From an optimization exercise on the open Yosys and OpenROAD flow, aimed at small area; shortcuts taken in it are not production practice.
In this exercise RTL edits were held to simulation tests only and were not proved equivalent to the original.
The flow treats the clock pin as an ideal source, which a real chip does not have.
Power figures rest on the tool's default switching activity, not on a simulated workload.

===== flow/flow/run.sh =====
#!/bin/bash
# Standard ORFS layout, with three changes to how cells are chosen:
#  - synthesis maps logic with an area-oriented ABC script (abc_area.script
#    here) and without the full/half-adder extraction;
#  - input and output ports are buffered with buf_1;
#  - clock tree synthesis uses no dummy loads, and afterwards each clock
#    buffer is made as small as the clock pins' slew allows (cts_down.tcl).
set -euo pipefail
W=$PWD
rm -rf "$W/scripts_mod"
cp -r "$FLOW_HOME/scripts" "$W/scripts_mod"
cp "$W/flow/abc_area.script" "$W/scripts_mod/abc_area.script"
export SCRIPTS_DIR="$W/scripts_mod"
export ADDER_MAP_FILE=
export BUFFER_PORTS_ARGS="-buffer_cell sky130_fd_sc_hd__buf_1"
export CTS_ARGS="-sink_clustering_enable -repair_clock_nets -dont_use_dummy_load -buf_list {sky130_fd_sc_hd__clkbuf_8}"
export FLOW_WORK="$W"
export POST_CTS_TCL="$W/flow/cts_down.tcl"
bash standard.sh > "$W/standard.log" 2>&1

===== flow/flow/abc_area.script =====
strash
&get -n
&deepsyn -J 100 -T 300
&put
dch -f
amap -m
topo

===== flow/flow/cts_down.tcl =====
# After clock tree synthesis: give each clock buffer the smallest clock
# buffer that keeps every clock pin's slew under CLK_SLEW_TARGET (ns).
set target 0.110
if { [info exists ::env(CLK_SLEW_TARGET)] } { set target $::env(CLK_SLEW_TARGET) }
set log [open $::env(FLOW_WORK)/cts_down.log w]

# worst slew at the flip-flops' clock pins, and at the clock buffers' inputs
proc clock_slews {} {
  set ff 0.0
  set buf 0.0
  foreach net [get_nets -hierarchical clk*] {
    foreach pin [get_pins -of_objects $net -filter "direction == input"] {
      foreach prop {slew_max_rise slew_max_fall} {
        set s [get_property $pin $prop]
        if { [get_property $pin lib_pin_name] == "CLK" } {
          if { $s > $ff } { set ff $s }
        } elseif { $s > $buf } { set buf $s }
      }
    }
  }
  return [list $ff $buf]
}

proc slews_ok { target } {
  lassign [clock_slews] ff buf
  return [expr { $ff <= $target && $buf <= 0.25 }]
}

estimate_parasitics -placement
puts $log "start: worst clock slews (flip-flop, buffer) [clock_slews]"
# leaf buffers (driving the flip-flops) first, the root last
set cells [lsort -decreasing -command {apply {{a b} {
  string compare [get_full_name $a] [get_full_name $b] }}} \
  [get_cells -filter "ref_name =~ sky130_fd_sc_hd__clkbuf_*"]]
foreach cell $cells {
  set name [get_full_name $cell]
  if { ![string match "clkbuf_*" $name] } { continue }
  set orig [get_property $cell ref_name]
  foreach smaller {sky130_fd_sc_hd__clkbuf_1 sky130_fd_sc_hd__clkbuf_2 sky130_fd_sc_hd__clkbuf_4} {
    if { $smaller == $orig } { break }
    replace_cell $cell $smaller
    estimate_parasitics -placement
    if { [slews_ok $target] } {
      puts $log "$name: $orig -> $smaller, slews [clock_slews]"
      set orig $smaller
      break
    }
    replace_cell $cell $orig
    estimate_parasitics -placement
  }
}
puts $log "end: worst clock slews (flip-flop, buffer) [clock_slews]"
close $log
detailed_placement
check_placement -verbose

===== flow/standard.sh =====
#!/bin/bash
# synth_recipe.tcl (not shown) runs the flow's synth.tcl, then flattens the netlist and writes it again
# the make line also repeats each setting of config.mk as NAME=value (left out here)
make -C /OpenROAD-flow-scripts/flow DESIGN_CONFIG=/design/flow/config.mk WORK_HOME=/design/flow/orfs CLKGATE_MAP_FILE= SYNTH_SCRIPT=/design/flow/synth_recipe.tcl "${@:-finish}"

===== flow/config.mk =====
export PLATFORM = sky130hd
export DESIGN_NAME = rgblcd_top
export DESIGN_NICKNAME = rgblcd_top
export VERILOG_FILES = /design/flow/design.v
export SDC_FILE = /design/flow/constraint.sdc
export NUM_CORES = 4
export LEC_CHECK = 0
export ABC_AREA = 1
export CAP_MARGIN = 20
export CORE_MARGIN = 2
export CORE_UTILIZATION = 40
export SLEW_MARGIN = 20

===== flow/constraint.sdc =====
create_clock -name core_clock -period 10.0 [get_ports {clk}]
set_input_delay 2.0000 -clock core_clock [delete_from_list [all_inputs] [get_ports {clk}]]
set_output_delay 2.0000 -clock core_clock [all_outputs]
set_load 0.01 [all_outputs]

===== flow/design.v =====
module lcd_ctrl #(
    parameter [3:0] XHI_P = 4'd0,
    parameter [6:0] XLO_P = 7'd0,
    parameter [9:0] Y_P   = 10'd0
) (
    input  wire       clk,
    input  wire       rst_n,
    output wire [3:0] xhi,
    output wire [6:0] xlo,
    output wire [9:0] y,
    output wire       de,
    output wire       hs,
    output wire       vs
);
    reg [3:0] xhi_q;
    reg [6:0] xlo_q;
    reg [9:0] y_q;
    assign xhi = xhi_q ^ XHI_P;
    assign xlo = xlo_q ^ XLO_P;
    assign y   = y_q ^ Y_P;
    wire xlo_end  = xlo[6] & xlo[5] & xlo[1] & xlo[0];           
    wire line_end = xhi[3] & xhi[1] & xlo[6] & xlo[0];           
    wire [7:0] xlo_c;
    wire [6:0] xlo_inc;
    wire [4:0] xhi_c;
    wire [3:0] xhi_inc;
    assign xlo_c[0] = 1'b1;
    assign xhi_c[0] = xlo_end;
    genvar i;
    generate
        for (i = 0; i < 7; i = i + 1) begin : g_xlo
            assign xlo_inc[i]  = xlo[i] ^ xlo_c[i];
            assign xlo_c[i+1]  = xlo[i] & xlo_c[i];
        end
        for (i = 0; i < 4; i = i + 1) begin : g_xhi
            assign xhi_inc[i]  = xhi[i] ^ xhi_c[i];
            assign xhi_c[i+1]  = xhi[i] & xhi_c[i];
        end
    endgenerate
    always @(posedge clk or negedge rst_n) begin
        if (!rst_n) begin
            xhi_q <= 4'd10 ^ XHI_P;                               
            xlo_q <= 7'd10 ^ XLO_P;
        end else begin
            xhi_q <= XHI_P ^ {xhi_inc[3] & ~line_end, xhi_inc[2],
                    xhi_inc[1] & ~line_end, xhi_inc[0]};
            xlo_q <= XLO_P ^ {xlo_inc[6] & ~(xlo_end | line_end),
                    xlo_inc[5] & ~xlo_end,
                    xlo_inc[4:3],
                    xlo_inc[2] & ~xlo_end,
                    xlo_inc[1] & ~line_end,
                    xlo_inc[0]};
        end
    end
    wire h_end     = xhi[3] & xhi[1] & ~xlo[6] & ~xlo[5] & ~xlo[4] &
                     xlo[3] & ~xlo[2] & ~xlo[1] & xlo[0];          
    wire frame_end = y[9] & y[2] & y[1] & y[0];                   
    wire y_wrap    = h_end & frame_end;
    wire [10:0] y_c;
    wire [9:0]  y_inc;
    assign y_c[0] = h_end;
    generate
        for (i = 0; i < 10; i = i + 1) begin : g_y
            assign y_inc[i] = y[i] ^ y_c[i];
            assign y_c[i+1] = y[i] & y_c[i];
        end
    endgenerate
    always @(posedge clk or negedge rst_n) begin
        if (!rst_n)
            y_q <= 10'd493 ^ Y_P;                                 
        else
            y_q <= Y_P ^ {y_inc[9] & ~y_wrap, y_inc[8:4], y_inc[3] & ~y_wrap, y_inc[2:0]};
    end
    wire h_sync = xhi[3] & xhi[1] & ~xlo[6] & ~xlo[5] &
                  ((~xlo[4] & xlo[3] & (xlo[2] | xlo[1])) | (xlo[4] & ~xlo[3] & ~xlo[2]));
    wire v_sync = ~y[9] & y[8] & y[7] & y[6] & y[5] &
                  ((~y[4] & y[3] & y[2] & (y[1] | y[0])) |
                   (y[4] & ~y[3] & ~y[2] & ~y[1] & ~y[0]));
    assign hs = ~h_sync;
    assign vs = ~v_sync;
    assign de = ~xhi[3] & ~y[9] & ~(y[8] & y[7] & y[6] & y[5]);
endmodule
module lcd_data #(
    parameter [2:0]  PH_P  = 3'd0,
    parameter [19:0] S_P   = 20'd0,
    parameter [18:1] ACC_P = 18'd0
) (
    input  wire        clk,
    input  wire        rst_n,
    input  wire [3:0]  xhi,
    input  wire        x0,
    input  wire [9:0]  y,
    input  wire        de,
    output wire [4:0]  r,
    output wire [5:0]  g,
    output wire [4:0]  b
);
    localparam [19:0] S_LAST  = 20'b10001111111110000001;
    localparam [19:0] S_JUMP  = 20'b00100000000100000010;
    localparam [19:0] S_JUMP0 = 20'b00000000000000000010;
    reg  [2:0]  ph_q;
    reg  [19:0] s_q;
    wire [2:0]  ph = ph_q ^ PH_P;
    wire [19:0] s  = s_q ^ S_P;
    wire s_last = (s == S_LAST);
    wire s_fb   = ~(s[19] ^ s[16]);
    wire [3:0] ph_c;
    wire [2:0] ph_inc;
    assign ph_c[0] = s_last;
    genvar i;
    generate
        for (i = 0; i < 3; i = i + 1) begin : g_ph
            assign ph_inc[i] = ph[i] ^ ph_c[i];
            assign ph_c[i+1] = ph[i] & ph_c[i];
        end
    endgenerate
    always @(posedge clk or negedge rst_n) begin
        if (!rst_n) begin
            ph_q <= 3'd7 ^ PH_P;                                 
            s_q  <= S_LAST ^ S_P;
        end else begin
            ph_q <= ph_inc ^ PH_P;
            s_q  <= S_P ^ {s[18:0], s_fb} ^ (s_last ? ((ph == 3'd7) ? S_JUMP0 : S_JUMP) : 20'd0);
        end
    end
    wire        p0 = x0 & y[0];
    reg  [18:1] acc_q;
    wire [18:1] acc_r = acc_q ^ ACC_P;
    wire [18:0] acc = {acc_r, p0};
    wire [19:1] acc_c;
    wire [18:1] acc_sum;
    assign acc_c[1] = p0;
    generate
        for (i = 1; i < 9; i = i + 1) begin : g_acc_fa
            assign acc_sum[i]  = acc[i] ^ y[i] ^ acc_c[i];
            assign acc_c[i+1]  = (acc[i] & y[i]) | (acc_c[i] & (acc[i] ^ y[i]));
        end
        for (i = 9; i < 19; i = i + 1) begin : g_acc_ha
            assign acc_sum[i]  = acc[i] ^ acc_c[i];
            assign acc_c[i+1]  = acc[i] & acc_c[i];
        end
    endgenerate
    always @(posedge clk)
        acc_q <= ACC_P ^ (acc_sum & {18{~xhi[3]}});
    wire [6:0] yy = y[8:2];
    wire hr = (yy < 7'd15) | ((yy >= 7'd45) & (yy < 7'd60)) | ((yy >= 7'd75) & (yy < 7'd105));
    wire hg = ((yy >= 7'd15) & (yy < 7'd30)) | ((yy >= 7'd45) & (yy < 7'd60)) |
              ((yy >= 7'd75) & (yy < 7'd90)) | (yy >= 7'd105);
    wire hb = ((yy >= 7'd30) & (yy < 7'd60)) | (yy >= 7'd90);
    wire ph0 = (ph == 3'd0);
    wire ph1 = (ph == 3'd1);
    wire ph2 = (ph == 3'd2);
    wire ph3 = (ph == 3'd3);
    wire ph4 = (ph == 3'd4);
    wire ph5 = (ph == 3'd5);
    wire ph6 = (ph == 3'd6);
    wire ph7 = (ph == 3'd7);
    wire cr = ph7 | (ph3 & ~(xhi[2] ^ xhi[1] ^ xhi[0])) | (ph4 & ~xhi[2] & hr);
    wire cg = ph0 | ph6 | (ph3 & xhi[0]) | (ph4 & (xhi[2] | hg));
    wire cb = ph0 | ph5 | (ph3 & xhi[1]) | (ph4 & (xhi[2] | hb));
    lcd_out lcd_out_inst (
        .mul  (de & ph1),
        .gray (de & ph2),
        .cr   (de & cr),
        .cg   (de & cg),
        .cb   (de & cb),
        .acc  (acc),
        .y    (y[5:0]),
        .r    (r),
        .g    (g),
        .b    (b)
    );
endmodule
module lcd_out (
    input  wire        mul,
    input  wire        gray,
    input  wire        cr,
    input  wire        cg,
    input  wire        cb,
    input  wire [18:0] acc,
    input  wire [5:0]  y,
    output wire [4:0]  r,
    output wire [5:0]  g,
    output wire [4:0]  b
);
    assign r = ({5{mul}} & {2'b00, acc[18:16]}) | ({5{gray}} & y[4:0]) | {5{cr}};
    assign g = ({6{mul}} & acc[13:8])          | ({6{gray}} & y[5:0]) | {6{cg}};
    assign b = ({5{mul}} & acc[4:0])           | ({5{gray}} & y[4:0]) | {5{cb}};
endmodule
module rgblcd_top (
        input           clk,
        input           rst_n,
        output [4:0]    LCD_R,
        output [5:0]    LCD_G,
        output [4:0]    LCD_B,
        output          lcd_de,
        output          lcd_hsync,
        output          lcd_vsync,
        output          lcd_bl
    );
    localparam [17:0] R_START  = 18'b101001010110111110;
    localparam [17:0] R_END_LO = 18'b011100001011111111;
    localparam [17:0] R_END_HI = 18'b010100101011011111;
    localparam [17:0] R_JUMP   = 18'b000000010010000000;
    localparam [17:0] RS_P = 18'b101001010110111110;
    reg         bl;
    reg  [17:0] rs_q;
    wire [17:0] rs = rs_q ^ RS_P;
    wire r_end = (rs == (bl ? R_END_HI : R_END_LO));
    wire r_fb  = ~(rs[17] ^ rs[6]);
    always @(posedge clk or negedge rst_n) begin
        if (!rst_n) begin
            bl <= 1'b0;
            rs_q <= R_START ^ RS_P;
        end else begin
            bl <= bl ^ r_end;
            rs_q <= RS_P ^ {rs[16:0], r_fb} ^ ((r_end & ~bl) ? R_JUMP : 18'd0);
        end
    end
    assign lcd_bl = bl;
    wire [3:0] xhi;
    wire [6:0] xlo;
    wire [9:0] y;
    lcd_ctrl #(
        .XHI_P (4'd10),
        .XLO_P (7'd10),
        .Y_P   (10'd493)
    ) lcd_ctrl_inst (
        .clk   (clk),
        .rst_n (rst_n),
        .xhi   (xhi),
        .xlo   (xlo),
        .y     (y),
        .de    (lcd_de),
        .hs    (lcd_hsync),
        .vs    (lcd_vsync)
    );
    lcd_data #(
        .PH_P  (3'd7),
        .S_P   (20'b10001111111110000001),
        .ACC_P (18'd0)
    ) lcd_data_inst (
        .clk   (clk),
        .rst_n (rst_n),
        .xhi   (xhi),
        .x0    (xlo[0]),
        .y     (y),
        .de    (lcd_de),
        .r     (LCD_R),
        .g     (LCD_G),
        .b     (LCD_B)
    );
endmodule

==> results of run 1 <==
Yosys cell counts, drive strengths merged:
library cell / count
a211o: 13
a211oi: 16
a21o: 1
a21oi: 22
a311oi: 1
a31oi: 1
a41oi: 1
and2: 2
and3: 1
clkinv: 52
dfrtp: 63
dfxtp: 18
nand2: 30
nand2b: 1
nand3: 2
nand4: 2
nor2: 48
nor2b: 1
nor3: 14
nor4: 5
o211ai: 1
o21a: 3
o21ai: 25
o21bai: 2
o22ai: 3
o31ai: 1
o32ai: 2
or2: 7
or3: 1
or3b: 1
or4: 5
power by group through the flow:
stage / clock network, mW / logic, mW / registers [mW]
after global routing: 0.169 / 0.00632 / 0.326
final: 0.149 / 0.00506 / 0.326
after floorplan: 0 / 0.000000525 / 0.333
after detailed placement: 0 / 0.00556 / 0.333
after global placement: 0 / 0.00547 / 0.333
routing by layer:
metal / wire [µm] / global-route usage (%) / part of all wire [%]
met5: 0 / 0 / 0
met4: 99 / 7.49 / 1.6
met3: 115 / 2.95 / 1.9
met2: 2740 / 23.3 / 45
met1: 3200 / 22.2 / 52
flip-flops by register name (all words and copies together) (netlist names):
| signal | count |
|---|---|
| bl | 1 |
| rs_q | 18 |
| lcd_data_inst.ph_q | 3 |
| lcd_ctrl_inst.xhi_q | 4 |
| lcd_data_inst.acc_q | 18 |
| lcd_ctrl_inst.xlo_q | 7 |
| lcd_ctrl_inst.y_q | 10 |
| lcd_data_inst.s_q | 20 |
cell type report:
type | instances | area (µm²)
Tap cell | 102 | 128
Inverter | 52 | 195
Clock buffer | 9 | 86.3
Timing Repair Buffer | 23 | 95.1
Multi-Input combinational cell | 212 | 1130
Fill cell | 768 | 4230
Sequential cell | 81 | 1940
through the flow:
stage	hold slack (ns)	area [µm²]	setup WS, ns	utilization [%]
2_1_floorplan	0.346	3270	5.47	-
3_3_place_gp	0.352	3490	5.47	44.7
3_5_place_dp	0.355	3490	5.29	44.7
5_1_grt	0.359	3570	4.64	45.8
6_report	0.359	3570	4.88	45.8
path summary, 6_finish.rpt:
kind / from / to / slack (ns) / depth (start not counted)
setup / recovery: lcd_ctrl_inst.xhi_q[3] / LCD_B[1] / 4.88 / 6
hold / removal: rs_q[7] / rs_q[8] / 0.36 / 0
setup reg to reg: lcd_ctrl_inst.xlo_q[0] / lcd_data_inst.acc_q[18] / 5.63 / 28
hold reg to reg: rs_q[7] / rs_q[8] / 0.36 / 0
max in group asynchronous: rst_n / lcd_ctrl_inst.y_q[0] / 7.72 / 2
min in group asynchronous: rst_n / rs_q[1] / 1.75 / 2
cell families (layout without fill, tap and decap cells):
group	count (synthesis)	count (layout)	synth area share, %
DFF	81	81	59.3
AOI/OAI and AO/OA	92	92	18.0
buffers and inverters	52	84	5.98
and+or+nand+nor	120	120	16.7
worst register-to-register path, delay by kind of cell (launching register included):
family | cells | cell delay, ns
simple gates | 18 | 2.86
compound gates | 9 | 0.87
flops | 1 | 0.39
buf+inv | 1 | 0.17
==> flow_metrics.env, run 1 <==
export IMPL_grt_overflow_total=0
export IMPL_yosys_register_bits=81
export IMPL_period_share_pct=51.2
export IMPL_initial_utilization_pct=41.8
export IMPL_layout_drive_gt1_share_pct=3.18
export IMPL_yosysTopAreaCell="dfrtp_1"
export IMPL_cap_violations=0
export IMPL_cts_tree="yes"
export IMPL_slowest_delay_ns=0.71
export IMPL_p_clk_share_pct=31.0
export IMPL_power_density_nw_per_um2=134
export IMPL_power_mw=0.480
export IMPL_critical_path_class="flip-flop to output pin"
export IMPL_worstPathArrival_ns=3.12
export IMPL_postSynthCellCount=345
export IMPL_grt_antenna_before_repair=0
export IMPL_setup_viol=0
export IMPL_diodes=0
export IMPL_final_common_cell="dfrtp_1"
export IMPL_syn_nets=347
export IMPL_fmax_mhz=195
export IMPL_die_h_um=94.4
export IMPL_nets=381
export IMPL_maxSlewHeadroom_pct=48.2
export IMPL_tns_ns=0
export IMPL_fin_crit_ns=5.12
export IMPL_clk_pin_slew_ns=0.10
export IMPL_startpoint_type="flip-flop"
export IMPL_area_growth_syn_to_layout_pct=9.46
export IMPL_fin_worst_skew_ns=0.0247
export IMPL_final_cells=479
export IMPL_grt_pass1_wl_um=10800
export IMPL_vias_per_cell=5.09
export IMPL_num_rows=32
export IMPL_die_area_um2=8900
export IMPL_leakage_nw=1.57
export IMPL_wl_per_cell_um=12.8
export IMPL_drc_errors=0
export IMPL_switchingPower_mw=0.0987
export IMPL_detailed_place_hpwl_um=4490
export IMPL_drtIter0Drc=78
export IMPL_endpoint_kind="output pin"
export IMPL_worstHoldPathType="flip-flop to flip-flop"
export IMPL_coreArea_um2=7810
export IMPL_gp_congestion=0.836
export IMPL_wirelength_um=6150
export IMPL_cp_max_fo=17
export IMPL_seq_area_frac_synth_pct=59.3
export IMPL_p_sw_share_pct=20.6
export IMPL_firstDrtPassIters=4
export IMPL_io_buffers=21
export IMPL_clock_latency_ns=0.41
export IMPL_drv_slew=0
export IMPL_path_delay_family="compound AO/OA/AOI/OAI gates"
export IMPL_layout_common_cells="dfrtp_1 (63), clkinv_1 (52), nor2_1 (48), nand2_1 (30), o21ai_0 (25)"
export IMPL_worstPathCellList="clkinv_1 > nor3_1 > nand2_1 > o32ai_1 > a211o_1 > buf_1"
export IMPL_clock_sinks=81
export IMPL_cp_num_buf_inv=2
export IMPL_peakVddDrop_mv=0.0727
export IMPL_num_io_pins=22
export IMPL_netlist_area_um2=3270
export IMPL_comb_power_share_pct=1.1
export IMPL_yosys_warnings=3
export IMPL_synth_cell_type_count=31
export IMPL_die_w_um=94.4
export IMPL_grt_max_degree=64
export IMPL_required_ns=8.00
export IMPL_synth_avg_cell_area_um2=9.47
export IMPL_hold_viol_final=0
export IMPL_grt_pass1_vias=2322
export IMPL_grt_usage_pct=15.7
export IMPL_rsz0062_at_grt="no"
export IMPL_vias=2437
export IMPL_ant_nets=0
export IMPL_intPower_mw=0.381
export IMPL_netlist_area_leader_share_pct=48.3
export IMPL_outcome="finished clean"
export IMPL_seq_power_share_pct=68.0
export IMPL_synth_area_leaders="dfrtp_1 (48%), dfxtp_1 (11%), clkinv_1 (6.0%), nor2_1 (5.5%), o21ai_0 (3.8%)"
export IMPL_crit_path_top_delay_cell="o32ai_1"
export IMPL_worst_pin_slew_ns=0.777
export IMPL_post_place_cells=470
==> run 2: changes to the inputs <==
==> flow/flow/run.sh (replaced) <==
#!/bin/bash
# Standard ORFS layout, with three changes to how cells are chosen:
#  - synthesis maps logic without the full/half-adder extraction, with
#    several area-oriented ABC recipes (abc_recipe_*.script here), keeping
#    the smallest result (abc_best.tcl);
#  - input and output ports are buffered with buf_1;
#  - clock tree synthesis uses no dummy loads, and afterwards each clock
#    buffer is made as small as the clock pins' slew allows (cts_down.tcl).
set -euo pipefail
W=$PWD
rm -rf "$W/scripts_mod"
cp -r "$FLOW_HOME/scripts" "$W/scripts_mod"
sed -i 's|^\( *\)log_cmd abc {\*}\$abc_args$|\1source $::env(FLOW_WORK)/flow/abc_best.tcl|' "$W/scripts_mod/synth.tcl"
grep -q 'abc_best.tcl' "$W/scripts_mod/synth.tcl"
export SCRIPTS_DIR="$W/scripts_mod"
export FLOW_WORK="$W"
export ADDER_MAP_FILE=
export BUFFER_PORTS_ARGS="-buffer_cell sky130_fd_sc_hd__buf_1"
export CTS_ARGS="-sink_clustering_enable -repair_clock_nets -dont_use_dummy_load -buf_list {sky130_fd_sc_hd__clkbuf_8}"
export POST_CTS_TCL="$W/flow/cts_down.tcl"
bash standard.sh > "$W/standard.log" 2>&1
==> flow/flow/abc_best.tcl (new file) <==
# Technology mapping: map the logic with each ABC recipe
# (abc_recipe_*.script beside this file) and keep the one whose netlist has
# the smallest cell area. Sourced by synth.tcl in place of its abc call.
set my_abc_rest [lrange $abc_args 2 end]
design -save my_pre_abc
set my_best_area 1e18
set my_best ""
foreach my_recipe [lsort [glob $::env(FLOW_WORK)/flow/abc_recipe_*.script]] {
  design -load my_pre_abc
  abc -script $my_recipe {*}$my_abc_rest
  set my_stat [tee -q -s result.string stat {*}$lib_args]
  if { [regexp {Chip area for module [^:]*: ([0-9.]+)} $my_stat -> my_area] } {
    puts "abc recipe [file tail $my_recipe]: area $my_area"
    if { $my_area < $my_best_area } {
      set my_best_area $my_area
      set my_best $my_recipe
    }
  }
}
puts "abc recipe chosen: [file tail $my_best] (area $my_best_area)"
design -load my_pre_abc
log_cmd abc -script $my_best {*}$my_abc_rest
==> flow/flow/abc_recipe_1.script (new file) <==
strash
&get -n
&deepsyn -J 100 -T 300
&put
dch -f
amap -m
topo
==> flow/flow/abc_recipe_3.script (new file) <==
strash
&get -n
&deepsyn -J 100 -T 300
&put
dch -f
amap -m -A 8
topo
==> flow/flow/abc_recipe_4.script (new file) <==
strash
&get -n
&deepsyn -J 100 -T 300
&put
dch -f
amap -m
topo
&get -n
&deepsyn -J 100 -T 300
&put
dch -f
amap -m
topo
--- a/flow/config.mk
+++ b/flow/config.mk
@@ -8,5 +8,6 @@
 export ABC_AREA = 1
 export CAP_MARGIN = 20
 export CORE_MARGIN = 2
-export CORE_UTILIZATION = 40
+export CORE_UTILIZATION = 70
+export PLACE_DENSITY = 0.85
 export SLEW_MARGIN = 20
removed: flow/flow/abc_area.script
==> run 2 against run 1 <==
Against the previous run: largest cell class unchanged; core utilization increased by 34 points; count of clock-buffer cells in the layout unchanged; first-iteration DRC count increased by 130%; cell area is 1.8% lower; hold slack lost 0.017 ns; clock skew is 0.0055 ns higher; via count increased by 4.9%; global-route usage rose by 12 points.
==> flow_metrics.env, run 2 <==
export IMPL_firstDrtPassIters=5
export IMPL_synth_avg_cell_area_um2=9.47
export IMPL_synth_edff_count=0
export IMPL_yosys_register_bits=81
export IMPL_tns_ns=0
export IMPL_drv_slew=0
export IMPL_grt_pass1_vias=2488
export IMPL_required_ns=8.00
export IMPL_grt_overflow_total=0
export IMPL_grt_antenna_before_repair=0
export IMPL_final_cells=429
export IMPL_postSynthCellCount=345
export IMPL_cp_max_fo=17
export IMPL_maxSlewHeadroom_pct=48.3
export IMPL_coreArea_um2=4410
export IMPL_wirelength_um=6570
export IMPL_syn_nets=347
export IMPL_rsz0062_at_grt="no"
export IMPL_cts_tree="yes"
export IMPL_fmax_mhz=198
export IMPL_synth_most_common_cell="dfrtp_1"
export IMPL_post_place_cells=420
export IMPL_worst_pin_slew_ns=0.774
export IMPL_startpoint_type="flip-flop"
export IMPL_die_h_um=72.3
export IMPL_yosys_warnings=3
export IMPL_drtIter0Drc=181
export IMPL_fin_util_pct=79.6
export IMPL_setup_viol=0
export IMPL_grt_pass1_wl_um=11000
export IMPL_regMostFlops="lcd_data_inst.s_q"
export IMPL_synth_area_leaders="dfrtp_1 (48%), dfxtp_1 (11%), clkinv_1 (6.0%), nor2_1 (5.5%), o21ai_0 (3.8%)"
export IMPL_endpoint_kind="output pin"
export IMPL_die_w_um=72.3
export IMPL_grt_max_degree=64
export IMPL_vias_per_cell=5.96
export IMPL_clock_latency_ns=0.41
export IMPL_final_common_cell="dfrtp_1"
export IMPL_num_rows=24
export IMPL_num_io_pins=22
export IMPL_netlist_top_cells_count="dfrtp_1 (63), clkinv_1 (52), nor2_1 (48)"
export IMPL_outcome="finished clean"
export IMPL_area_growth_syn_to_layout_pct=7.55
export IMPL_critical_path_class="flip-flop to output pin"
export IMPL_ys_async_sr_fraction_pct=77.8
export IMPL_diodes=0
export IMPL_yosysTopAreaCell="dfrtp_1"
export IMPL_holdWs_ns=0.342
export IMPL_clock_sinks=81
export IMPL_largest_register_ffs=20
export IMPL_fin_crit_ns=5.05
export IMPL_fillers=287
export IMPL_initial_utilization_pct=74.0
export IMPL_hold_viol_final=0
export IMPL_leakage_nw=1.57
export IMPL_fin_worst_skew_ns=0.0302
export IMPL_layout_common_cells="dfrtp_1 (63), clkinv_1 (52), nor2_1 (48), nand2_1 (30), o21ai_0 (25)"
export IMPL_netlist_area_um2=3270
export IMPL_cap_violations=0
export IMPL_period_share_pct=50.5
export IMPL_synth_cell_type_count=31
export IMPL_clk_pin_slew_ns=0.10
export IMPL_drc_errors=0
export IMPL_detailed_place_hpwl_um=4770
export IMPL_peakVddDrop_mv=0.115
export IMPL_power_density_nw_per_um2=136
export IMPL_seq_area_frac_synth_pct=59.3
export IMPL_worstHoldPathType="flip-flop to flip-flop"
export IMPL_layout_drive_gt1_share_pct=3.18
export IMPL_wl_per_cell_um=15.3
export IMPL_grt_usage_pct=28.1
export IMPL_worstPathArrival_ns=3.05
export IMPL_io_buffers=21
export IMPL_ys_flop_type="dfrtp_1"
export IMPL_nets=381
export IMPL_top_regs="lcd_data_inst.s_q x20, lcd_data_inst.acc_q x18, rs_q x18"
export IMPL_die_area_um2=5230
export IMPL_ant_nets=0
export IMPL_gp_congestion=0.849
export IMPL_vias=2556
export IMPL_netlist_area_leader_share_pct=48.3
-- run 2: cell counts in the layout (fill, tap and decap cells not counted) --
No cell type changed its count.
-- run 2: report_power, final --
part / leakage, nW / internal (mW) / switching [mW]
Clock: 0.0492 / 0.0545 / 0.0906
Sequential: 0.953 / 0.326 / 0
Combinational: 0.563 / 0.000390 / 0.00463
-- run 2: metal layers --
metal / part of all wire, % / GRT usage [%]
met1: 44 / 36.0
met2: 49 / 46.5
met3: 5.3 / 9.17
met4: 2.1 / 7.55
met5: 0 / 0
-- run 2: logic make-up (layout without fill, tap and decap cells) --
logic type      after synthesis  after routing  share of synthesized area [%]
compound gates               92             92                           18.0
buf+inv                      52             84                           5.98
flops                        81             81                           59.3
simple gates                120            120                           16.7
-- run 2: final timing paths --
| kind | startpoint | endpoint | slack, ns | cells past startpoint |
|---|---|---|---|---|
| worst min-delay path | rs_q[7] | rs_q[8] | 0.34 | 0 |
| max in group asynchronous | rst_n | rs_q[9] | 7.74 | 2 |
| worst max register to register | lcd_ctrl_inst.xlo_q[0] | lcd_data_inst.acc_q[18] | 5.53 | 28 |
| worst min register to register | rs_q[7] | rs_q[8] | 0.34 | 0 |
| min in group asynchronous | rst_n | lcd_data_inst.s_q[12] | 1.74 | 2 |
| worst max-delay path | lcd_ctrl_inst.xhi_q[3] | LCD_B[0] | 4.95 | 6 |
-- run 2: per-stage QoR --
stage,cell area (µm²),total power [mW],worst slack [ns]
5_1_grt,3510,0.492,4.65
3_3_place_gp,3430,0.338,5.57
2_1_floorplan,3270,0.333,5.47
3_5_place_dp,3430,0.338,5.43
6_report,3510,0.476,4.95
-- run 2: critical path, stage by stage, from the launching register on --
cell and delay, ns:
dfrtp_1 0.40, clkinv_1 0.43, nor3_1 0.59, nand2_1 0.21, o32ai_1 0.69, a211o_1 0.19, buf_1 0.15
-- run 2: area by class of cell --
class	count	area [µm²]	area share, %
multi-input combinational	212	1130	32.3
tap	52	65.1	1.85
timing repair buffer	23	95.1	2.71
inverter	52	195	5.56
sequential	81	1940	55.1
clock buffer	9	86.3	2.46
==> run 3: changes to the inputs <==
--- a/flow/config.mk
+++ b/flow/config.mk
@@ -8,6 +8,6 @@
 export ABC_AREA = 1
 export CAP_MARGIN = 20
 export CORE_MARGIN = 2
-export CORE_UTILIZATION = 70
-export PLACE_DENSITY = 0.85
+export CORE_UTILIZATION = 60
+export PLACE_DENSITY = 0.75
 export SLEW_MARGIN = 20
==> run 3 against run 2 <==
Against the previous run: non-clock buffer count is the same; fmax shrank 1.4%; flip-flop and latch count is the same; sequential share of layout area shrank 0.45 points; cell count grew 4.2%; area after synthesis is the same; clock power grew 5%; first-iteration DRC count shrank 13%; worst setup slack lost 0.073 ns; global-route usage shrank 4.3 points; count of clock-buffer cells in the layout is the same; largest cell class unchanged; still clean; clock skew shrank 0.0070 ns.
==> flow_metrics.env, run 3 <==
export IMPL_largest_register_ffs=20
export IMPL_maxSlewHeadroom_pct=49.5
export IMPL_die_w_um=77.8
export IMPL_grt_pass1_wl_um=11200
export IMPL_startpoint_type="flip-flop"
export IMPL_synth_edff_count=0
export IMPL_seq_area_frac_synth_pct=59.3
export IMPL_synth_cell_type_count=31
export IMPL_peakVddDrop_mv=0.0999
export IMPL_fin_util_pct=68.5
export IMPL_tns_ns=0
export IMPL_endpoint_kind="output pin"
export IMPL_worstHoldPathType="flip-flop to flip-flop"
export IMPL_regMostFlops="lcd_data_inst.s_q"
export IMPL_outcome="finished clean"
export IMPL_top_usage_layer="met2"
export IMPL_grt_pass1_vias=2423
export IMPL_die_area_um2=6050
export IMPL_grt_use_met1_pct=31.9
export IMPL_nets=381
export IMPL_netlist_area_um2=3270
export IMPL_drv_slew=0
export IMPL_fillers=422
export IMPL_yosys_register_bits=81
export IMPL_power_density_nw_per_um2=136
export IMPL_cap_violations=0
export IMPL_final_common_cell="dfrtp_1"
export IMPL_ys_flop_type="dfrtp_1"
export IMPL_netlist_area_leader_share_pct=48.3
export IMPL_postSynthCellCount=345
export IMPL_post_route_cell_area_um2=3540
export IMPL_use_met3_pct=7.67
export IMPL_num_io_pins=22
export IMPL_post_place_cells=438
export IMPL_clk_pin_slew_ns=0.08
export IMPL_worst_slack_ns=4.88
export IMPL_dp_slack_ns=5.39
export IMPL_io_buffers=21
export IMPL_register_area_um2=1940
export IMPL_rsz0062_at_grt="no"
export IMPL_synth_most_common_cell="dfrtp_1"
export IMPL_cp_max_fo=17
export IMPL_num_rows=26
export IMPL_grt_max_degree=64
export IMPL_period_share_pct=51.2
export IMPL_final_cells=447
export IMPL_vias=2512
export IMPL_top_regs="lcd_data_inst.s_q x20, lcd_data_inst.acc_q x18, rs_q x18"
export IMPL_coreArea_um2=5170
export IMPL_layout_drive_gt1_share_pct=3.18
export IMPL_grt_antenna_before_repair=0
export IMPL_gp_congestion=0.912
export IMPL_grt_overflow_total=0
export IMPL_place_area_um2=3450
export IMPL_cts_tree="yes"
export IMPL_diodes=0
export IMPL_detailed_place_hpwl_um=4460
export IMPL_yosysTopAreaCell="dfrtp_1"
export IMPL_clock_latency_ns=0.42
export IMPL_wirelength_um=6180
export IMPL_area_growth_syn_to_layout_pct=8.43
export IMPL_grtUsageMet2_pct=37.3
export IMPL_drc_errors=0
export IMPL_worstPathArrival_ns=3.12
export IMPL_ant_nets=0
export IMPL_firstDrtPassIters=4
export IMPL_fmax_mhz=195
export IMPL_ys_async_sr_fraction_pct=77.8
export IMPL_clock_sinks=81
export IMPL_required_ns=8.00
export IMPL_hold_viol_final=0
export IMPL_synth_avg_cell_area_um2=9.47
export IMPL_critical_path_class="flip-flop to output pin"
export IMPL_wl_per_cell_um=13.8
export IMPL_grt_usage_pct=23.9
export IMPL_netlist_top_cells_count="dfrtp_1 (63), clkinv_1 (52), nor2_1 (48)"
export IMPL_setup_viol=0
export IMPL_initial_utilization_pct=63.1
export IMPL_synth_area_leaders="dfrtp_1 (48%), dfxtp_1 (11%), clkinv_1 (6.0%), nor2_1 (5.5%), o21ai_0 (3.8%)"
export IMPL_multiInputGateArea_um2=1130
export IMPL_worst_pin_slew_ns=0.756
export IMPL_layout_common_cells="dfrtp_1 (63), clkinv_1 (52), nor2_1 (48), nand2_1 (30), o21ai_0 (25)"
export IMPL_yosys_warnings=3
export IMPL_leakage_nw=1.57
export IMPL_fin_crit_ns=5.12
export IMPL_drtIter0Drc=157
export IMPL_vias_per_cell=5.62
export IMPL_fin_worst_skew_ns=0.0232
export IMPL_die_h_um=77.8
export IMPL_syn_nets=347
-- run 3: cell type report --
| type | count | area share (%) |
|---|---|---|
| Sequential cell | 81 | 54.7 |
| Multi-Input combinational cell | 212 | 32.0 |
| Inverter | 52 | 5.51 |
| Timing Repair Buffer | 23 | 2.69 |
| Clock buffer | 9 | 2.61 |
| Tap cell | 70 | 2.47 |
-- run 3: per-stage QoR --
stage	hold slack [ns]	power, mW
6_report	0.369	0.483
5_1_grt	0.380	0.504
3_5_place_dp	0.355	0.338
3_3_place_gp	0.351	0.338
2_1_floorplan	0.346	0.333
-- run 3: worst paths after layout --
path	depth (start not counted)	to	startpoint	slack (ns)
worst max-delay path	6	LCD_B[2]	lcd_ctrl_inst.xhi_q[3]	4.88
worst min-delay path	0	lcd_data_inst.s_q[12]	lcd_data_inst.s_q[11]	0.37
worst max register to register	28	lcd_data_inst.acc_q[18]	lcd_ctrl_inst.xlo_q[0]	5.58
worst min register to register	0	lcd_data_inst.s_q[12]	lcd_data_inst.s_q[11]	0.37
max in group asynchronous	2	rs_q[7]	rst_n	7.77
min in group asynchronous	2	lcd_data_inst.s_q[5]	rst_n	1.73
-- run 3: cells by family (layout without fill, tap and decap cells) --
logic type	count (synthesis)	count (layout)	synth area share [%]
compound gates	92	92	18.0
buf+inv	52	84	5.98
flops	81	81	59.3
simple gates	120	120	16.7
-- run 3: worst max-delay path, cell delays in order (launching register included) --
cell      delay [ns]
dfrtp_1         0.39
clkinv_1        0.42
nor3_1          0.66
nand2_1         0.23
o32ai_1         0.67
a211o_1         0.19
buf_1           0.15
-- run 3: metal layers --
metal | vias to the layer above | routed length, µm
li1 | 1248 | -
met1 | 1200 | 2840
met2 | 52 | 2950
met3 | 12 | 267
met4 | 0 | 121
met5 | - | 0
-- run 3: where the power goes --
| part | leakage, nW | internal [mW] | switching (mW) |
|---|---|---|---|
| Combinational | 0.563 | 0.000390 | 0.00450 |
| Clock | 0.0518 | 0.0587 | 0.0930 |
| Sequential | 0.953 | 0.326 | 0 |
==> run 4: changes to the inputs <==
--- a/flow/config.mk
+++ b/flow/config.mk
@@ -8,6 +8,5 @@
 export ABC_AREA = 1
 export CAP_MARGIN = 20
 export CORE_MARGIN = 2
-export CORE_UTILIZATION = 60
-export PLACE_DENSITY = 0.75
+export CORE_UTILIZATION = 40
 export SLEW_MARGIN = 20
==> run 4 against run 3 <==
Against the previous run: register-to-register slack gained 0.05 ns; wire length fell by 0.50%; combinational power is 3% higher; synthesized cell count did not move; cell area is 0.95% higher; largest cell class unchanged; cell count is 7.2% higher; clock power about the same; via count shrank 3.0%; flip-flop and latch count is the same; power is 0.59% lower.
==> flow_metrics.env, run 4 <==
export IMPL_tns_ns=0
export IMPL_grt_usage_pct=15.7
export IMPL_grt_pass1_vias=2322
export IMPL_gp_congestion=0.836
export IMPL_period_share_pct=51.2
export IMPL_regMostFlops="lcd_data_inst.s_q"
export IMPL_power_density_nw_per_um2=134
export IMPL_wirelength_um=6150
export IMPL_netlist_top_cells_count="dfrtp_1 (63), clkinv_1 (52), nor2_1 (48)"
export IMPL_ant_nets=0
export IMPL_drv_slew=0
export IMPL_path_delay_family="compound AO/OA/AOI/OAI gates"
export IMPL_yosys_warnings=3
export IMPL_vias=2437
export IMPL_top_regs="lcd_data_inst.s_q x20, lcd_data_inst.acc_q x18, rs_q x18"
export IMPL_initial_utilization_pct=41.8
export IMPL_rsz0062_at_grt="no"
export IMPL_cap_violations=0
export IMPL_io_buffers=21
export IMPL_die_area_um2=8900
export IMPL_hold_viol_final=0
export IMPL_rr_endpoint="lcd_data_inst.acc_q[18]"
export IMPL_p_sw_share_pct=20.6
export IMPL_maxSlewHeadroom_pct=48.2
export IMPL_synth_edff_count=0
export IMPL_ys_flop_type="dfrtp_1"
export IMPL_peakVddDrop_mv=0.0727
export IMPL_area_growth_syn_to_layout_pct=9.46
export IMPL_crit_path_top_delay_cell="o32ai_1"
export IMPL_syn_nets=347
export IMPL_seq_power_share_pct=68.0
export IMPL_switchingPower_mw=0.0987
export IMPL_grt_overflow_total=0
export IMPL_clock_latency_ns=0.41
export IMPL_reg2regPathDepth=28
export IMPL_die_h_um=94.4
export IMPL_drc_errors=0
export IMPL_cp_num_buf_inv=2
export IMPL_power_mw=0.480
export IMPL_yosysTopAreaCell="dfrtp_1"
export IMPL_clk_pin_slew_ns=0.10
export IMPL_yosys_register_bits=81
export IMPL_largest_register_ffs=20
export IMPL_fillers=768
export IMPL_postSynthCellCount=345
export IMPL_netlist_area_um2=3270
export IMPL_die_w_um=94.4
export IMPL_detailed_place_hpwl_um=4490
export IMPL_diodes=0
export IMPL_fin_worst_skew_ns=0.0247
export IMPL_fin_crit_ns=5.12
export IMPL_firstDrtPassIters=4
export IMPL_clock_sinks=81
export IMPL_synth_cell_type_count=31
export IMPL_cts_tree="yes"
export IMPL_ff2ff_setup_slack_ns=5.63
export IMPL_endpoint_kind="output pin"
export IMPL_nets=381
export IMPL_layout_common_cells="dfrtp_1 (63), clkinv_1 (52), nor2_1 (48), nand2_1 (30), o21ai_0 (25)"
export IMPL_seq_area_frac_synth_pct=59.3
export IMPL_num_rows=32
export IMPL_worst_pin_slew_ns=0.777
export IMPL_critical_path_class="flip-flop to output pin"
export IMPL_setup_viol=0
export IMPL_register_area_um2=1940
export IMPL_hold_start="rs_q[7]"
export IMPL_holdPathEnd="rs_q[8]"
export IMPL_intPower_mw=0.381
export IMPL_coreArea_um2=7810
export IMPL_layout_drive_gt1_share_pct=3.18
export IMPL_grt_pass1_wl_um=10800
export IMPL_vias_per_cell=5.09
export IMPL_wl_per_cell_um=12.8
export IMPL_drtIter0Drc=78
export IMPL_comb_power_share_pct=1.1
export IMPL_num_io_pins=22
export IMPL_synth_avg_cell_area_um2=9.47
export IMPL_worstHoldPathType="flip-flop to flip-flop"
export IMPL_leakage_nw=1.57
export IMPL_synth_most_common_cell="dfrtp_1"
export IMPL_worstPathCellList="clkinv_1 > nor3_1 > nand2_1 > o32ai_1 > a211o_1 > buf_1"
export IMPL_grt_max_degree=64
export IMPL_holdPathStages=0
export IMPL_grt_antenna_before_repair=0
export IMPL_final_common_cell="dfrtp_1"
export IMPL_worstPathArrival_ns=3.12
export IMPL_synth_area_leaders="dfrtp_1 (48%), dfxtp_1 (11%), clkinv_1 (6.0%), nor2_1 (5.5%), o21ai_0 (3.8%)"
export IMPL_startpoint_type="flip-flop"
export IMPL_multiInputGateArea_um2=1130
export IMPL_fmax_mhz=195
export IMPL_p_clk_share_pct=31.0
export IMPL_slowest_delay_ns=0.71
export IMPL_r2r_start="lcd_ctrl_inst.xlo_q[0]"
export IMPL_required_ns=8.00
export IMPL_outcome="finished clean"
export IMPL_ys_async_sr_fraction_pct=77.8
export IMPL_netlist_area_leader_share_pct=48.3
export IMPL_cp_max_fo=17
## run 4: cell counts after synthesis
Identical to the previous run, type by type.
## run 4: final cells by class
class	count	share of cell area [%]
Multi-Input combinational cell	212	31.7
Timing Repair Buffer	23	2.66
Inverter	52	5.46
Tap cell	102	3.57
Sequential cell	81	54.2
Clock buffer	9	2.42
## run 4: metal layers
metal  up-vias  share of wire, %  GRT usage (%)
met2        15                45           23.3
met3         8               1.9           2.95
met1      1160                52           22.2
met4         0               1.6           7.49
li1       1254                 -              -
met5         -                 0              0
## run 4: cells by family after synthesis
logic type,after synthesis,share of synthesized area (%)
simple gates,120,16.7
compound gates,92,18.0
flops,81,59.3
buf+inv,52,5.98
## run 4: through the flow
stage                     setup slack, ns  util, %  instances  hold slack [ns]  area (µm²)
after floorplan                      5.47        -        345            0.346        3270
after global placement               5.47     44.7        470            0.352        3490
after detailed placement             5.29     44.7        470            0.355        3490
after global routing                 4.64     45.8        479            0.359        3570
final                                4.88     45.8        479            0.359        3570
## run 4: worst max-delay path by stage
| stage | from | to | slack [ns] | cells past startpoint |
|---|---|---|---|---|
| final | lcd_ctrl_inst.xhi_q[3] | LCD_B[1] | 4.88 | 6 |
| after global routing | lcd_ctrl_inst.xhi_q[3] | LCD_B[2] | 4.64 | 6 |
| after floorplan | lcd_ctrl_inst.xhi_q[3] | LCD_G[5] | 5.47 | 6 |
| after detailed placement | lcd_ctrl_inst.xhi_q[3] | LCD_B[1] | 5.29 | 6 |
| after global placement | lcd_ctrl_inst.xhi_q[3] | LCD_B[1] | 5.47 | 6 |
## run 4: power groups by stage
stage	Sequential [mW]	Clock, mW	Combinational (mW)
detailed placement	0.333	0	0.00556
global placement	0.333	0	0.00547
floorplan	0.333	0	0.000000525
finish	0.326	0.149	0.00506
global route	0.326	0.169	0.00632
## run 4: worst register-to-register path: cells and delay by family (launching register included)
family          cells  cell delay [ns]
simple gates       18             2.86
buf+inv             1             0.17
flops               1             0.39
compound gates      9             0.87
==> run 5: changes to the inputs <==
--- a/flow/design.v
+++ b/flow/design.v
@@ -198,29 +198,28 @@
         output          lcd_vsync,
         output          lcd_bl
     );
-    localparam [17:0] R_START  = 18'b101001010110111110;
-    localparam [17:0] R_END_LO = 18'b011100001011111111;
-    localparam [17:0] R_END_HI = 18'b010100101011011111;
-    localparam [17:0] R_JUMP   = 18'b000000010010000000;
-    localparam [17:0] RS_P = 18'b101001010110111110;
-    reg         bl;
-    reg  [17:0] rs_q;
-    wire [17:0] rs = rs_q ^ RS_P;
-    wire r_end = (rs == (bl ? R_END_HI : R_END_LO));
-    wire r_fb  = ~(rs[17] ^ rs[6]);
-    always @(posedge clk or negedge rst_n) begin
-        if (!rst_n) begin
-            bl <= 1'b0;
-            rs_q <= R_START ^ RS_P;
-        end else begin
-            bl <= bl ^ r_end;
-            rs_q <= RS_P ^ {rs[16:0], r_fb} ^ ((r_end & ~bl) ? R_JUMP : 18'd0);
-        end
-    end
-    assign lcd_bl = bl;
     wire [3:0] xhi;
     wire [6:0] xlo;
     wire [9:0] y;
+    localparam [16:0] R_START = 17'b01100000010000100;
+    localparam [16:0] R_RISE  = 17'b10011000011001110;   
+    localparam [16:0] R_END   = 17'b10110000001001010;   
+    localparam [16:0] R_JUMP  = 17'b00000000000010001;
+    reg         bl;
+    reg  [16:0] rs;
+    wire r_end  = (rs == R_END);
+    wire r_rise = (rs == R_RISE);
+    wire r_fb   = ~(rs[16] ^ rs[13]);
+    always @(posedge clk or negedge rst_n) begin
+        if (!rst_n) begin
+            bl <= 1'b0;
+            rs <= R_START;
+        end else begin
+            bl <= (r_rise & ~xlo[0]) | (bl & ~(r_end & xlo[0]));
+            rs <= {rs[15:0], r_fb} ^ (r_end ? R_JUMP : 17'd0);
+        end
+    end
+    assign lcd_bl = bl;
     lcd_ctrl #(
         .XHI_P (4'd10),
         .XLO_P (7'd10),
==> run 5 against run 4 <==
Against the previous run: cell count is 3.1% lower; largest power group unchanged; core utilization down 0.56 points; clock power hardly changed; cell area is 2.2% lower; synthesized cell count down 4.1%; highest routed layer unchanged; non-clock buffer count fell by 1.
==> flow_metrics.env, run 5 <==
export IMPL_regMostFlops="lcd_data_inst.s_q"
export IMPL_wirelength_um=6160
export IMPL_peakVddDrop_mv=0.0787
export IMPL_maxSlewHeadroom_pct=48.7
export IMPL_period_share_pct=51.2
export IMPL_cap_violations=0
export IMPL_synth_edff_count=0
export IMPL_grt_overflow_total=0
export IMPL_tns_ns=0
export IMPL_worst_pin_slew_ns=0.769
export IMPL_initial_utilization_pct=41.3
export IMPL_clk_pin_slew_ns=0.10
export IMPL_fin_crit_ns=5.12
export IMPL_die_h_um=93.3
export IMPL_ys_flop_type="dfrtp_1"
export IMPL_dp_slack_ns=5.35
export IMPL_cts_tree="yes"
export IMPL_worstPathArrival_ns=3.12
export IMPL_largest_register_ffs=20
export IMPL_wl_met2_um=2670
export IMPL_leakage_nw=1.49
export IMPL_ant_nets=0
export IMPL_fillers=786
export IMPL_synth_adder_area_share_pct=0
export IMPL_wl_per_cell_um=13.3
export IMPL_die_w_um=93.3
export IMPL_netlist_area_leader_share_pct=45.5
export IMPL_synth_avg_cell_area_um2=9.65
export IMPL_nets=366
export IMPL_synth_compound_area_share_pct=18.5
export IMPL_num_rows=32
export IMPL_grt_usage_pct=16.1
export IMPL_synth_area_leaders="dfrtp_1 (45%), dfxtp_1 (11%), nor2_1 (6.2%), clkinv_1 (4.5%), o21ai_0 (3.8%)"
export IMPL_grt_antenna_before_repair=0
export IMPL_area_growth_syn_to_layout_pct=9.44
export IMPL_rsz0062_at_grt="no"
export IMPL_drtIter0Drc=108
export IMPL_met1_length_um=3180
export IMPL_muxShareOfSynthArea_pct=0
export IMPL_startpoint_type="flip-flop"
export IMPL_syn_nets=333
export IMPL_synth_top_family_by_area="compound AO/OA/AOI/OAI gates"
export IMPL_fmax_mhz=195
export IMPL_synth_most_common_cell="dfrtp_1"
export IMPL_ys_async_sr_fraction_pct=77.5
export IMPL_met3_length_um=216
export IMPL_grt_pass1_wl_um=10900
export IMPL_postSynthCellCount=331
export IMPL_fin_util_pct=45.2
export IMPL_coreArea_um2=7730
export IMPL_fin_worst_skew_ns=0.0315
export IMPL_cp_max_fo=17
export IMPL_slowest_delay_ns=0.62
export IMPL_clock_latency_ns=0.40
export IMPL_detailed_place_hpwl_um=4540
export IMPL_grt_max_degree=63
export IMPL_yosys_warnings=3
export IMPL_multiInputGateArea_um2=1130
export IMPL_top_regs="lcd_data_inst.s_q x20, lcd_data_inst.acc_q x18, rs x17"
export IMPL_clock_sinks=80
export IMPL_ff2ff_setup_slack_ns=5.73
export IMPL_critical_path_class="flip-flop to output pin"
export IMPL_vias_per_cell=5.20
export IMPL_power_mw=0.473
export IMPL_drv_slew=0
export IMPL_netlist_area_um2=3190
export IMPL_yosysTopAreaCell="dfrtp_1"
export IMPL_worstPathCellList="clkinv_1 > nor3_1 > nand2b_1 > or3_1 > nor2_1 > a311o_1 > buf_1"
export IMPL_drc_errors=0
export IMPL_io_buffers=21
export IMPL_endpoint_kind="output pin"
export IMPL_grt_pass1_vias=2303
export IMPL_layout_common_cells="dfrtp_1 (58), nor2_1 (53), clkinv_1 (38), nand2_1 (30), o21ai_0 (24)"
export IMPL_hold_viol_final=0
export IMPL_power_density_nw_per_um2=135
export IMPL_vias=2413
export IMPL_worst_slack_ns=4.88
export IMPL_netlist_top_cells_count="dfrtp_1 (58), nor2_1 (53), clkinv_1 (38)"
export IMPL_synth_xor_area_share_pct=0
export IMPL_firstDrtPassIters=4
export IMPL_worstHoldPathType="flip-flop to flip-flop"
export IMPL_die_area_um2=8710
export IMPL_synth_cell_type_count=36
export IMPL_seq_area_frac_synth_pct=60.0
export IMPL_yosys_register_bits=80
export IMPL_crit_path_top_delay_cell="nor3_1"
export IMPL_setup_viol=0
export IMPL_yosys_area_share_simple_pct=17.0
export IMPL_num_io_pins=22
export IMPL_holdWs_ns=0.367
export IMPL_top_layer="met4"
export IMPL_diodes=0
export IMPL_outcome="finished clean"
export IMPL_gp_congestion=0.847
export IMPL_final_common_cell="dfrtp_1"
export IMPL_layout_drive_gt1_share_pct=4.14
export IMPL_required_ns=8.00
export IMPL_register_area_um2=1920
run 5: routing by layer:
metal,up-vias,global-route usage (%)
met3,11,4.83
met4,0,5.64
met5,-,0
met1,1143,23.1
met2,28,23.2
li1,1231,-
run 5: cell families (layout without fill, tap and decap cells):
family                 count (synthesis)  after routing
DFF                                   80             80
AOI/OAI and AO/OA                     92             92
buffers and inverters                 38             69
and+or+nand+nor                      121            121
run 5: area by class of cell:
cell class | instances | share of cell area [%]
Timing Repair Buffer | 22 | 2.51
Tap cell | 102 | 3.65
Sequential cell | 80 | 54.9
Clock buffer | 9 | 2.47
Multi-Input combinational cell | 213 | 32.4
Inverter | 38 | 4.08
run 5: through the flow:
step	area (µm²)	std cells
after floorplan	3190	331
after global placement	3410	455
after detailed placement	3410	455
after global routing	3490	464
final	3490	464
run 5: path summary, 6_finish.rpt:
path | startpoint | to | cells past startpoint
max | lcd_ctrl_inst.xhi_q[3] | LCD_B[0] | 7
min | rs[10] | rs[11] | 0
max reg2reg | lcd_ctrl_inst.y_q[2] | lcd_data_inst.acc_q[18] | 28
min reg2reg | rs[10] | rs[11] | 0
max in group asynchronous | rst_n | lcd_data_inst.s_q[9] | 2
min in group asynchronous | rst_n | rs[6] | 2
run 5: power by group:
part           internal [mW]  switching (mW)
combinational       0.000389         0.00464
clock                 0.0546          0.0912
sequential             0.322               0
run 5: worst max-delay path: cells and delay by family, from the launching register on:
kind	cells	cell delay, ns
simple gates	4	1.53
buf+inv	2	0.60
flops	1	0.44
compound gates	1	0.15
==> run 6: changes to the inputs <==
--- a/flow/design.v
+++ b/flow/design.v
@@ -83,12 +83,13 @@
 module lcd_data #(
     parameter [2:0]  PH_P  = 3'd0,
     parameter [19:0] S_P   = 20'd0,
-    parameter [18:1] ACC_P = 18'd0
+    parameter [18:2] ACC_P = 17'd0
 ) (
     input  wire        clk,
     input  wire        rst_n,
     input  wire [3:0]  xhi,
     input  wire        x0,
+    input  wire        x1,
     input  wire [9:0]  y,
     input  wire        de,
     output wire [4:0]  r,
@@ -123,15 +124,16 @@
             s_q  <= S_P ^ {s[18:0], s_fb} ^ (s_last ? ((ph == 3'd7) ? S_JUMP0 : S_JUMP) : 20'd0);
         end
     end
-    wire        p0 = x0 & y[0];
-    reg  [18:1] acc_q;
-    wire [18:1] acc_r = acc_q ^ ACC_P;
-    wire [18:0] acc = {acc_r, p0};
-    wire [19:1] acc_c;
-    wire [18:1] acc_sum;
-    assign acc_c[1] = p0;
-    generate
-        for (i = 1; i < 9; i = i + 1) begin : g_acc_fa
+    wire [1:0]  plo = {(x1 & y[0]) ^ (x0 & y[1]), x0 & y[0]};
+    wire        c2  = (plo[1] & y[1]) | (((plo[1] ^ y[1])) & plo[0] & y[0]);
+    reg  [18:2] acc_q;
+    wire [18:2] acc_r = acc_q ^ ACC_P;
+    wire [18:0] acc = {acc_r, plo};
+    wire [19:2] acc_c;
+    wire [18:2] acc_sum;
+    assign acc_c[2] = c2;
+    generate
+        for (i = 2; i < 9; i = i + 1) begin : g_acc_fa
             assign acc_sum[i]  = acc[i] ^ y[i] ^ acc_c[i];
             assign acc_c[i+1]  = (acc[i] & y[i]) | (acc_c[i] & (acc[i] ^ y[i]));
         end
@@ -141,7 +143,7 @@
         end
     endgenerate
     always @(posedge clk)
-        acc_q <= ACC_P ^ (acc_sum & {18{~xhi[3]}});
+        acc_q <= ACC_P ^ (acc_sum & {17{~xhi[3]}});
     wire [6:0] yy = y[8:2];
     wire hr = (yy < 7'd15) | ((yy >= 7'd45) & (yy < 7'd60)) | ((yy >= 7'd75) & (yy < 7'd105));
     wire hg = ((yy >= 7'd15) & (yy < 7'd30)) | ((yy >= 7'd45) & (yy < 7'd60)) |
@@ -237,12 +239,13 @@
     lcd_data #(
         .PH_P  (3'd7),
         .S_P   (20'b10001111111110000001),
-        .ACC_P (18'd0)
+        .ACC_P (17'd0)
     ) lcd_data_inst (
         .clk   (clk),
         .rst_n (rst_n),
         .xhi   (xhi),
         .x0    (xlo[0]),
+        .x1    (xlo[1]),
         .y     (y),
         .de    (lcd_de),
         .r     (LCD_R),
==> run 6 against run 5 <==
Against the previous run: die area down 0.30%; flip-flop and latch count down 1; power down 1.8%; sequential share of layout area down 0.28 points; hold slack worse by 0.0067 ns; clock power down 3%; via count down 0.87%; cell area down 0.54%; highest routed layer unchanged.
==> flow_metrics.env, run 6 <==
export IMPL_ff2ff_setup_slack_ns=6.06
export IMPL_peakVddDrop_mv=0.0524
export IMPL_tns_ns=0
export IMPL_ys_flop_type="dfrtp_1"
export IMPL_cap_violations=0
export IMPL_fin_crit_ns=5.68
export IMPL_coreArea_um2=7730
export IMPL_r2r_start="lcd_ctrl_inst.y_q[2]"
export IMPL_synth_edff_count=0
export IMPL_seq_area_frac_synth_pct=59.6
export IMPL_drv_slew=0
export IMPL_reg2regPathDepth=26
export IMPL_critical_path_class="flip-flop to output pin"
export IMPL_holdPathStages=0
export IMPL_startpoint_type="flip-flop"
export IMPL_netlist_area_leader_share_pct=45.6
export IMPL_grt_pass1_vias=2310
export IMPL_post_route_cell_area_um2=3480
export IMPL_largest_register_ffs=20
export IMPL_die_area_um2=8690
export IMPL_layout_drive_gt1_share_pct=4.14
export IMPL_regMostFlops="lcd_data_inst.s_q"
export IMPL_cp_max_fo=18
export IMPL_clock_sinks=79
export IMPL_nets=366
export IMPL_place_area_um2=3400
export IMPL_seq_power_share_pct=68.5
export IMPL_ys_async_sr_fraction_pct=78.5
export IMPL_yosysTopAreaCell="dfrtp_1"
export IMPL_grt_usage_pct=16.4
export IMPL_setup_viol=0
export IMPL_worstHoldPathType="flip-flop to flip-flop"
export IMPL_num_io_pins=22
export IMPL_power_density_nw_per_um2=134
export IMPL_initial_utilization_pct=41.2
export IMPL_worstPathArrival_ns=3.68
export IMPL_grt_antenna_before_repair=0
export IMPL_holdPathEnd="rs[12]"
export IMPL_worst_pin_slew_ns=1.06
export IMPL_top_regs="lcd_data_inst.s_q x20, lcd_data_inst.acc_q x17, rs x17"
export IMPL_wl_per_cell_um=13.5
export IMPL_yosys_warnings=3
export IMPL_clock_latency_ns=0.42
export IMPL_netlist_top_cells_count="dfrtp_1 (58), nor2_1 (52), clkinv_1 (43)"
export IMPL_num_rows=32
export IMPL_io_buffers=21
export IMPL_grt_pass1_wl_um=10900
export IMPL_synth_most_common_cell="dfrtp_1"
export IMPL_netlist_area_um2=3180
export IMPL_vias=2392
export IMPL_firstDrtPassIters=4
export IMPL_syn_nets=333
export IMPL_detailed_place_hpwl_um=4600
export IMPL_fin_worst_skew_ns=0.0432
export IMPL_rsz0062_at_grt="no"
export IMPL_drtIter0Drc=181
export IMPL_p_sw_share_pct=21.0
export IMPL_fmax_mhz=176
export IMPL_diodes=0
export IMPL_period_share_pct=56.8
export IMPL_p_clk_share_pct=30.4
export IMPL_postSynthCellCount=331
export IMPL_synth_cell_type_count=34
export IMPL_endpoint_kind="output pin"
export IMPL_cts_tree="yes"
export IMPL_synth_avg_cell_area_um2=9.62
export IMPL_fillers=734
export IMPL_vias_per_cell=5.16
export IMPL_layout_common_cells="dfrtp_1 (58), nor2_1 (52), clkinv_1 (43), nand2_1 (29), o21ai_0 (24)"
export IMPL_ant_nets=0
export IMPL_area_growth_syn_to_layout_pct=9.20
export IMPL_clk_pin_slew_ns=0.09
export IMPL_switchingPower_mw=0.0975
export IMPL_outcome="finished clean"
export IMPL_rr_endpoint="lcd_data_inst.acc_q[18]"
export IMPL_maxSlewHeadroom_pct=29.0
export IMPL_die_w_um=93.2
export IMPL_required_ns=8.00
export IMPL_hold_start="rs[11]"
export IMPL_grt_max_degree=63
export IMPL_hold_viol_final=0
export IMPL_leakage_nw=1.49
export IMPL_final_common_cell="dfrtp_1"
export IMPL_comb_power_share_pct=1.1
export IMPL_drc_errors=0
export IMPL_die_h_um=93.2
export IMPL_intPower_mw=0.367
export IMPL_gp_congestion=0.899
export IMPL_synth_area_leaders="dfrtp_1 (46%), dfxtp_1 (11%), nor2_1 (6.1%), clkinv_1 (5.1%), o21ai_0 (3.8%)"
export IMPL_wirelength_um=6250
export IMPL_yosys_register_bits=79
export IMPL_grt_overflow_total=0
run 6: changes by cell type after synthesis, moves of 2 or more:
cell,change
a21oi_1,-5
clkinv_1,+5
a211o_1,-4
nand3_1,-4
o21a_1,+3
a211oi_1,-2
and3_1,+2
or2_0,+2
or4_1,+2
run 6: how the worst max path moves through the flow:
stage          cells past startpoint  slack [ns]  endpoint                   start
2_1_floorplan                      6        5.43  LCD_B[3]  lcd_ctrl_inst.xhi_q[3]
3_3_place_gp                       7        4.93  LCD_B[3]  lcd_ctrl_inst.xhi_q[3]
3_5_place_dp                       7        4.75  LCD_B[3]  lcd_ctrl_inst.xhi_q[3]
5_1_grt                            8        4.00  LCD_B[1]  lcd_ctrl_inst.xhi_q[3]
6_report                           7        4.32  LCD_B[3]  lcd_ctrl_inst.xhi_q[3]
run 6: power groups by stage:
| stage | Sequential (mW) | Combinational, mW | Clock [mW] |
|---|---|---|---|
| after detailed placement | 0.325 | 0.00541 | 0 |
| after floorplan | 0.325 | 0.000000520 | 0 |
| after global routing | 0.318 | 0.00617 | 0.158 |
| final | 0.318 | 0.00497 | 0.141 |
| after global placement | 0.325 | 0.00531 | 0 |
run 6: per-stage QoR:
step	total power, mW	hold WS (ns)	instances	setup WS [ns]	utilization (%)
after floorplan	0.325	0.346	331	5.43	-
after global placement	0.330	0.348	455	4.93	44.0
after detailed placement	0.330	0.353	455	4.75	44.0
after global routing	0.483	0.383	464	4.00	45.0
final	0.465	0.360	464	4.32	45.0
run 6: area by class of cell:
type	instances	area (µm²)	share of cell area (%)
sequential	79	1900	54.6
multi-input combinational	209	1120	32.4
inverter	43	161	4.64
tap	102	128	3.67
timing repair buffer	22	87.6	2.52
clock buffer	9	77.6	2.23
run 6: cells by family (layout without fill, tap and decap cells):
family | count (synthesis) | count (layout) | synth area share (%)
AO/OA/AOI/OAI | 87 | 87 | 17.6
AND/OR/NAND/NOR | 122 | 122 | 17.7
flip-flops | 79 | 79 | 59.6
buffers and inverters | 43 | 74 | 5.07
run 6: layer usage:
metal | share of wire [%] | wire (µm) | vias up | global-route usage (%)
met5 | 0 | 0 | - | 0
met4 | 2.2 | 136 | 0 | 8.09
met3 | 3.9 | 243 | 11 | 3.06
met2 | 47 | 2960 | 45 | 26.0
met1 | 47 | 2920 | 1116 | 21.6
li1 | - | - | 1220 | -
run 6: worst max-delay path, stage by stage (launching register included):
cell and delay (ns):
dfrtp_1 0.40, clkinv_1 0.44, nor3_1 0.48, nand2_1 0.17, nor3_1 0.87, clkinv_1 0.42, o21ai_0 0.31, buf_1 0.18

[separate check: timing with driven ports]
Ports are ideal in the flow. The routed layouts listed here were re-timed in OpenROAD.
Step 1 sets driving cells, clkbuf_16 on the clock port and buf_2 on the other inputs (assumed; they add their load-dependent delay and slew).
Step 2 moves the port delays by t, midway between the first and last clock arrival at a register: inputs arrive t later, outputs are due t later. That takes back most of the time a late clock gives input paths.
Three values: ideal, step 1, step 2; two values: the first two.
run | t (ns) | slack for setup (ns) | worst setup path after step 2 | slew at the worst register clock pin (ns) | pins driven straight from the clock port
run 1 | 0.421 | 4.885 / 4.857 / 5.279 | register to output | 0.10 / 0.10 | 1
run 2 | 0.425 | 4.949 / 4.922 / 5.347 | register to output | 0.10 / 0.10 | 1
run 3 | 0.433 | 4.876 / 4.847 / 5.280 | register to output | 0.09 / 0.09 | 1
run 4 | 0.421 | 4.885 / 4.857 / 5.279 | register to output | 0.10 / 0.10 | 1
run 5 | 0.414 | 4.882 / 4.856 / 5.270 | register to output | 0.10 / 0.10 | 1
run 6 | 0.422 | 4.320 / 4.293 / 4.716 | register to output | 0.10 / 0.10 | 1
After both steps every run listed still meets setup and hold.
